From an optimization exercise on the open Yosys and OpenROAD flow, aimed at small area; shortcuts taken in it are not production practice. In this exercise RTL edits were held to simulation tests only and were not proved equivalent to the original. The clock port is modelled as an ideal driver, which makes a skipped or thinned clock tree look cheaper than it is; a real chip needs a root buffer or a tree. No activity file was given, so power comes from the tool's default toggle rates.

==> flow/design.v <==
`timescale 1ns / 1ps
module recieve(
input rxd,
input clk,
input ce,
input rst,
output reg [7:0] word,
output word_on_line);
reg [7:0] shift;
reg [3:0] state;
assign word_on_line = (state == 4'd9);
always @(posedge clk)
    if (ce)
        begin
            if (rst)
                state <= 4'd15;
            else if (state[3] == 1'b0)
                state <= state + 4'd1;
            else if (state == 4'd8)
                state <= rxd ? 4'd9 : 4'd8;
            else
                state <= rxd ? 4'd15 : 4'd0;
        end
always @(posedge clk)
    if (ce && state[3] == 1'b0)
        shift <= {rxd, shift[7:1]};
always @(posedge clk)
    if (ce)
        begin
            if (rst)
                word <= 8'd0;
            else if (state == 4'd8 && rxd)
                word <= shift;
        end
endmodule
`timescale 1ns / 1ps
module transmit(
input clk,
input ce,
input rst,
input connection_status,
output transmit_ready,
output last_step,
output start_bit,
output data_bit,
output [2:0] bit_index
);
reg [4:0] state;
assign transmit_ready = (state == 5'd4);
assign last_step = (state == 5'd28);
assign start_bit = (state == 5'd7);
assign data_bit = (state[4:3] == 2'b01);
assign bit_index = state[2:0];
always @(posedge clk)
    if (ce)
        begin
            if (rst || !connection_status || last_step)
                state <= 5'd4;
            else
                state <= state + 5'd1;
        end
endmodule
`timescale 1ns / 1ps
module echo_mode(
input clk,
input ce,
input rst,
input SW,
input rxd,
output txd,
output [7:0] word
);
reg connection_status;
reg [9:0] counter;
reg [7:0] data;
wire word_on_line;
wire transmit_ready;
wire start_bit;
wire data_bit;
wire [2:0] bit_index;
recieve rx (
    .rxd(rxd),
    .clk(clk),
    .ce(ce),
    .rst(rst),
    .word(word),
    .word_on_line(word_on_line)
);
transmit tx (
    .clk(clk),
    .ce(ce),
    .rst(rst),
    .connection_status(connection_status),
    .transmit_ready(transmit_ready),
    .last_step(),
    .start_bit(start_bit),
    .data_bit(data_bit),
    .bit_index(bit_index)
);
assign txd = !(start_bit || (data_bit && !data[bit_index]));
always @(posedge clk)
    if (ce && transmit_ready && connection_status)
        data <= word;
always @(posedge clk)
    if (ce)
        begin
            if (rst)
                connection_status <= 1'b0;
            else if (!SW)
                begin
                    if (word_on_line)
                        connection_status <= 1'b1;
                    else if (transmit_ready && counter[9:1] != 9'd0)
                        connection_status <= 1'b0;
                end
        end
always @(posedge clk)
    if (ce && !rst && !SW)
        counter <= word_on_line ? 10'd1 : {counter[8:0], counter[9] ^ counter[6] ^ (counter[8:0] == 9'd0)};
endmodule
`timescale 1ns / 1ps
module message_mode(
input clk,
input ce,
input rst,
input SW,
output txd
);
reg p;
reg [9:0] hi;
reg [3:0] lo;
reg adv;
wire at_end = !p && (hi == 10'b1000010111) && (lo == 4'd8);    
wire connection_status = p && (lo != 4'd0) && !(lo[3] && lo[2] && lo[1]);    
wire transmit_ready = !p || (hi[4:0] == 5'd4);
wire last_step = (hi[4:0] == 5'd28);        
wire start_bit = (hi[4:0] == 5'd7);
wire data_bit = (hi[4:3] == 2'b01);
wire step = SW && (transmit_ready || at_end);
wire carry = step && (lo == 4'd15);        
reg rom;
always @*
    case ({lo, hi[2:0]})
        7'b0001011: rom = 1'b1;
        7'b0001101: rom = 1'b1;
        7'b0001110: rom = 1'b1;
        7'b0010000: rom = 1'b1;
        7'b0010010: rom = 1'b1;
        7'b0010101: rom = 1'b1;
        7'b0010110: rom = 1'b1;
        7'b0011010: rom = 1'b1;
        7'b0011011: rom = 1'b1;
        7'b0011101: rom = 1'b1;
        7'b0011110: rom = 1'b1;
        7'b0100010: rom = 1'b1;
        7'b0100011: rom = 1'b1;
        7'b0100101: rom = 1'b1;
        7'b0100110: rom = 1'b1;
        7'b0101000: rom = 1'b1;
        7'b0101001: rom = 1'b1;
        7'b0101010: rom = 1'b1;
        7'b0101011: rom = 1'b1;
        7'b0101101: rom = 1'b1;
        7'b0101110: rom = 1'b1;
        7'b0110101: rom = 1'b1;
        7'b0111000: rom = 1'b1;
        7'b0111001: rom = 1'b1;
        7'b0111010: rom = 1'b1;
        7'b0111100: rom = 1'b1;
        7'b0111101: rom = 1'b1;
        7'b0111110: rom = 1'b1;
        7'b1000000: rom = 1'b1;
        7'b1000001: rom = 1'b1;
        7'b1000010: rom = 1'b1;
        7'b1000011: rom = 1'b1;
        7'b1000101: rom = 1'b1;
        7'b1000110: rom = 1'b1;
        7'b1001001: rom = 1'b1;
        7'b1001100: rom = 1'b1;
        7'b1001101: rom = 1'b1;
        7'b1001110: rom = 1'b1;
        7'b1010010: rom = 1'b1;
        7'b1010011: rom = 1'b1;
        7'b1010101: rom = 1'b1;
        7'b1010110: rom = 1'b1;
        7'b1011010: rom = 1'b1;
        7'b1011101: rom = 1'b1;
        7'b1011110: rom = 1'b1;
        7'b1100000: rom = 1'b1;
        7'b1100101: rom = 1'b1;
        default: rom = 1'b0;
    endcase
assign txd = !(p && (start_bit || (data_bit && !rom)));
always @(posedge clk)
    if (ce && transmit_ready && connection_status)
        adv <= SW;
wire load_defer = transmit_ready && connection_status && (lo != 4'd13);
always @(posedge clk)
    if (ce)
        begin
            if (rst)
                lo <= (SW && transmit_ready) ? 4'd1 : 4'd0;
            else if (SW && at_end)
                lo <= 4'd0;
            else if ((SW && transmit_ready && !load_defer) || (connection_status && last_step && adv))
                lo <= lo + 4'd1;
        end
always @(posedge clk)
    if (ce)
        begin
            if (rst || (SW && at_end))
                begin
                    p <= 1'b1;
                    hi <= 10'd4;
                end
            else if (carry)
                begin
                    p <= 1'b0;
                    hi <= {hi[8:0], ~(hi[9] ^ hi[6])};
                end
            else if (p)
                begin
                    if (!connection_status || last_step)
                        hi[4:0] <= 5'd4;
                    else
                        hi[4:0] <= hi[4:0] + 5'd1;
                end
        end
endmodule
`timescale 1ns / 1ps
module controller(
input clk,
input SW,
input rst,
input rxd,
output reg txd,
output [7:0] LD
);
reg [6:0] div;
wire tick = (div == 7'b1110001);
wire txd_1;
wire txd_2;
always @(posedge clk)
    if (rst)
        div <= 7'b1110001;
    else
        div <= {div[5:0], div[6] ^ div[5] ^ tick};
echo_mode echo(
    .clk(clk),
    .ce(tick),
    .rst(rst),
    .SW(SW),
    .rxd(rxd),
    .word(LD),
    .txd(txd_1)
);
message_mode msg(
    .clk(clk),
    .ce(tick),
    .rst(rst),
    .SW(SW),
    .txd(txd_2)
);
always @(posedge clk)
    if (rst)
        txd <= 1'b1;
    else
        txd <= SW ? txd_2 : txd_1;
endmodule
clock: 10.0 ns
lec_check: 0
abc_area: 1
cap_margin: 0
core_margin: 2
core_utilization: 65
slew_margin: 0
standard.sh (not shown) runs the stock make flow with config.mk's settings and CLKGATE_MAP_FILE= SYNTH_SCRIPT=/design/flow/synth_recipe.tcl, a recipe that flattens the netlist after the stock synthesis.
==> flow/flow/run.sh <==
#!/bin/bash
# The standard layout (standard.sh) with three changes:
#  - synthesis is the standard flow's script unchanged except that ABC maps the logic with
#    flow/abc_area.script (area-oriented mapping, no buffering or upsizing)
#    and no half/full adder cells are extracted before it (ABC maps them);
#  - the clock tree is built by flow/pre_cts.tcl (a root buffer and six
#    leaf buffers at the centres of k-means clusters of the flip-flops) in
#    place of clock_tree_synthesis;
#  - port buffers are buf_1 cells.
# Each tool's output is in the ORFS logs under orfs/logs; make's is in standard.log.
set -euo pipefail
here=$(pwd)
{
  echo 'proc abc {args} {'
  echo '  set i [lsearch -exact $args -script]'
  echo '  if { $i >= 0 } { lset args [expr {$i + 1}] '"$here"'/flow/abc_area.script }'
  echo '  set j [lsearch -exact $args -D]'
  echo '  if { $j >= 0 } { set args [lreplace $args $j [expr {$j + 1}]] }'
  echo '  yosys abc {*}$args'
  echo '}'
  echo 'proc extract_fa {args} {}'
  cat synth_recipe.tcl
} > my_synth.tcl
sed "s#SYNTH_SCRIPT=[^ ]*#SYNTH_SCRIPT=$here/my_synth.tcl#" standard.sh > my_standard.sh
grep -q "SYNTH_SCRIPT=$here/my_synth.tcl" my_standard.sh
export CTS_ARGS="-sink_clustering_enable -repair_clock_nets -dont_use_dummy_load"
export PRE_CTS_TCL="$here/flow/pre_cts.tcl"
export BUFFER_PORTS_ARGS="-buffer_cell sky130_fd_sc_hd__buf_1"
bash my_standard.sh > standard.log 2>&1
==> flow/flow/pre_cts.tcl <==
# Clock tree built by hand in place of clock_tree_synthesis: the clock port
# drives one root buffer, which drives NLEAF leaf buffers, each placed at the
# centroid of a k-means cluster of the clock's sinks (flip-flop clock pins).
proc my_clock_tree { nleaf bufname rootname } {
  set block [ord::get_db_block]
  set clknet [$block findNet clk]
  set sinks {}
  foreach it [$clknet getITerms] {
    set inst [$it getInst]
    set bb [$inst getBBox]
    lappend sinks [list $it [expr {([$bb xMin] + [$bb xMax]) / 2}] [expr {([$bb yMin] + [$bb yMax]) / 2}]]
  }
  set n [llength $sinks]
  # k-means, seeded by sorting on x then taking evenly spaced sinks
  set sorted [lsort -integer -index 1 $sinks]
  set cents {}
  for {set k 0} {$k < $nleaf} {incr k} {
    set s [lindex $sorted [expr {int(($k + 0.5) * $n / $nleaf)}]]
    lappend cents [list [lindex $s 1] [lindex $s 2]]
  }
  for {set iter 0} {$iter < 30} {incr iter} {
    set assign {}
    foreach s $sinks {
      set best 0; set bd 1e30
      for {set k 0} {$k < $nleaf} {incr k} {
        lassign [lindex $cents $k] cx cy
        set d [expr {abs([lindex $s 1] - $cx) + abs([lindex $s 2] - $cy)}]
        if {$d < $bd} { set bd $d; set best $k }
      }
      lappend assign $best
    }
    set newc {}
    for {set k 0} {$k < $nleaf} {incr k} {
      set sx 0; set sy 0; set c 0
      foreach s $sinks a $assign { if {$a == $k} { set sx [expr {$sx + [lindex $s 1]}]; set sy [expr {$sy + [lindex $s 2]}]; incr c } }
      if {$c > 0} { lappend newc [list [expr {$sx / $c}] [expr {$sy / $c}]] } else { lappend newc [lindex $cents $k] }
    }
    set cents $newc
  }
  set master [[ord::get_db] findMaster $bufname]
  for {set k 0} {$k < $nleaf} {incr k} {
    set buf [odb::dbInst_create $block $master clkleaf_$k]
    lassign [lindex $cents $k] cx cy
    $buf setLocation [expr {int($cx)}] [expr {int($cy)}]
    $buf setPlacementStatus PLACED
    set net [odb::dbNet_create $block clk_leaf_$k]
    $net setSigType CLOCK
    [$buf findITerm A] connect $clknet
    [$buf findITerm X] connect $net
    foreach s $sinks a $assign {
      if {$a == $k} { set it [lindex $s 0]; $it disconnect; $it connect $net }
    }
  }
  # root buffer between the port and the leaves
  set rmaster [[ord::get_db] findMaster $rootname]
  set root [odb::dbInst_create $block $rmaster clkroot]
  set sx 0; set sy 0
  foreach c $cents { set sx [expr {$sx + [lindex $c 0]}]; set sy [expr {$sy + [lindex $c 1]}] }
  $root setLocation [expr {int($sx / $nleaf)}] [expr {int($sy / $nleaf)}]
  $root setPlacementStatus PLACED
  set rnet [odb::dbNet_create $block clk_root]
  $rnet setSigType CLOCK
  for {set k 0} {$k < $nleaf} {incr k} {
    set it [[$block findInst clkleaf_$k] findITerm A]
    $it disconnect
    $it connect $rnet
  }
  [$root findITerm A] connect $clknet
  [$root findITerm X] connect $rnet
  $clknet setSigType CLOCK
}

proc clock_tree_synthesis { args } {
  my_clock_tree 6 sky130_fd_sc_hd__clkbuf_8 sky130_fd_sc_hd__clkbuf_4
  set_propagated_clock [all_clocks]
}
Other scripts of this flow, unchanged in this note and not shown: flow/flow/abc_area.script
The starting point finished clean.
Rerun with:
--- a/flow/flow/run.sh
+++ b/flow/flow/run.sh
@@ -4,5 +4,5 @@
 #    flow/abc_area.script (area-oriented mapping, no buffering or upsizing)
 #    and no half/full adder cells are extracted before it (ABC maps them);
-#  - the clock tree is built by flow/pre_cts.tcl (a root buffer and six
+#  - the clock tree is built by flow/pre_cts.tcl (a root buffer and five
 #    leaf buffers at the centres of k-means clusters of the flip-flops) in
 #    place of clock_tree_synthesis;
--- a/flow/flow/pre_cts.tcl
+++ b/flow/flow/pre_cts.tcl
@@ -72,5 +72,5 @@
 
 proc clock_tree_synthesis { args } {
-  my_clock_tree 6 sky130_fd_sc_hd__clkbuf_8 sky130_fd_sc_hd__clkbuf_4
+  my_clock_tree 5 sky130_fd_sc_hd__clkbuf_8 sky130_fd_sc_hd__clkbuf_8
   set_propagated_clock [all_clocks]
 }
--- a/flow/config.mk
+++ b/flow/config.mk
@@ -7,6 +7,6 @@
 export LEC_CHECK = 0
 export ABC_AREA = 1
-export CAP_MARGIN = 0
+export CAP_MARGIN = 20
 export CORE_MARGIN = 2
-export CORE_UTILIZATION = 65
-export SLEW_MARGIN = 0
+export CORE_UTILIZATION = 40
+export SLEW_MARGIN = 20
Sequential share of layout area went down by 1.2 points. Routed wire length went up by 9.9%. Total power hardly moves. Combinational power went up by about 2%. Register-to-register slack improves by 430 ps. Clock power hardly moves. Die area went up by 59%.
Rerun with:
--- a/flow/flow/run.sh
+++ b/flow/flow/run.sh
@@ -4,5 +4,5 @@
 #    flow/abc_area.script (area-oriented mapping, no buffering or upsizing)
 #    and no half/full adder cells are extracted before it (ABC maps them);
-#  - the clock tree is built by flow/pre_cts.tcl (a root buffer and five
+#  - the clock tree is built by flow/pre_cts.tcl (a root buffer and six
 #    leaf buffers at the centres of k-means clusters of the flip-flops) in
 #    place of clock_tree_synthesis;
--- a/flow/flow/pre_cts.tcl
+++ b/flow/flow/pre_cts.tcl
@@ -72,5 +72,5 @@
 
 proc clock_tree_synthesis { args } {
-  my_clock_tree 5 sky130_fd_sc_hd__clkbuf_8 sky130_fd_sc_hd__clkbuf_8
+  my_clock_tree 6 sky130_fd_sc_hd__clkbuf_8 sky130_fd_sc_hd__clkbuf_4
   set_propagated_clock [all_clocks]
 }
The new run finished with timing, DRC and antenna clean.
Worst hold slack stays flat.
Design area barely changes.
Clock power went up by about 6%.
Setup slack is better by 110 ps.
Critical path depth does not change.
Synthesized area stays the same.
Power rises by 1.6%.
Routed wire length increases by 0.61%.
Core utilization increases by 0.10 points.
Via count is lower by 1.4%.
Register-to-register slack stays flat.
Rerun with:
--- a/flow/flow/run.sh
+++ b/flow/flow/run.sh
@@ -4,5 +4,5 @@
 #    flow/abc_area.script (area-oriented mapping, no buffering or upsizing)
 #    and no half/full adder cells are extracted before it (ABC maps them);
-#  - the clock tree is built by flow/pre_cts.tcl (a root buffer and six
+#  - the clock tree is built by flow/pre_cts.tcl (a root buffer and five
 #    leaf buffers at the centres of k-means clusters of the flip-flops) in
 #    place of clock_tree_synthesis;
--- a/flow/flow/pre_cts.tcl
+++ b/flow/flow/pre_cts.tcl
@@ -72,5 +72,5 @@
 
 proc clock_tree_synthesis { args } {
-  my_clock_tree 6 sky130_fd_sc_hd__clkbuf_8 sky130_fd_sc_hd__clkbuf_4
+  my_clock_tree 5 sky130_fd_sc_hd__clkbuf_8 sky130_fd_sc_hd__clkbuf_4
   set_propagated_clock [all_clocks]
 }
Result:
- The changed run produced a clean layout
- maximum frequency shrinks slightly
- worst setup slack degrades by 61 ps
- first-iteration DRC count grows by well over a third
- die area stays the same
- wire length shrinks slightly
- core utilization shrinks by 0.19 points
- cell area shrinks slightly
- final cell count stays flat
- clock power shrinks by roughly a tenth
- clock skew grows by 4.2 ps
- global-route usage stays flat
Rerun with:
--- a/flow/flow/run.sh
+++ b/flow/flow/run.sh
@@ -4,5 +4,5 @@
 #    flow/abc_area.script (area-oriented mapping, no buffering or upsizing)
 #    and no half/full adder cells are extracted before it (ABC maps them);
-#  - the clock tree is built by flow/pre_cts.tcl (a root buffer and five
+#  - the clock tree is built by flow/pre_cts.tcl (a root buffer and six
 #    leaf buffers at the centres of k-means clusters of the flip-flops) in
 #    place of clock_tree_synthesis;
--- a/flow/flow/pre_cts.tcl
+++ b/flow/flow/pre_cts.tcl
@@ -72,5 +72,5 @@
 
 proc clock_tree_synthesis { args } {
-  my_clock_tree 5 sky130_fd_sc_hd__clkbuf_8 sky130_fd_sc_hd__clkbuf_4
+  my_clock_tree 6 sky130_fd_sc_hd__clkbuf_8 sky130_fd_sc_hd__clkbuf_4
   set_propagated_clock [all_clocks]
 }
--- a/flow/config.mk
+++ b/flow/config.mk
@@ -9,4 +9,4 @@
 export CAP_MARGIN = 20
 export CORE_MARGIN = 2
-export CORE_UTILIZATION = 40
+export CORE_UTILIZATION = 65
 export SLEW_MARGIN = 20
The new run passed the timing, DRC and antenna checks.
Final cell count went down by 13%.
Synthesized cell count is unchanged.
Hold slack loses 25 ps.
Clock power rises by about 4%.
Flip-flop and latch count stays the same.
Setup slack gains 34 ps.
Final area drops by 1.6%.
In every run of this note, the design's own scripts or RTL, not TritonCTS, make the clock network.

==> static timing again, ports no longer ideal <==
No port has a modelled driver above. Below, the same layouts with a new extraction and two added sets of constraints. Step 1, drivers: a clkbuf_16 drives clk and a buf_2 each remaining input, both assumed. Step 2, shift: input delay + t, output delay - t, t = (earliest + latest rising clock arrival at the registers) / 2. This alone moves slack from input paths to output paths. Slacks: no drivers / after step 1 / after step 2; pairs: no drivers / after step 1.
run | shift t [ns] | setup slack, ns | worst register clock-pin slew, ns
the first run | 0.400 | 6.060 / 6.061 / 5.661 | 0.08 / 0.08
the second run | 0.352 | 6.206 / 6.205 / 5.853 | 0.12 / 0.12
the third run | 0.422 | 6.319 / 6.313 / 5.891 | 0.10 / 0.10
the fourth run | 0.410 | 6.257 / 6.255 / 5.845 | 0.12 / 0.12
the fifth run | 0.399 | 6.291 / 6.292 / 5.892 | 0.08 / 0.08
After both steps setup and hold are still met in every run listed. The setup slack of the third run, which loses most, moves by -0.006 ns with the drivers and by -0.428 ns with both steps.
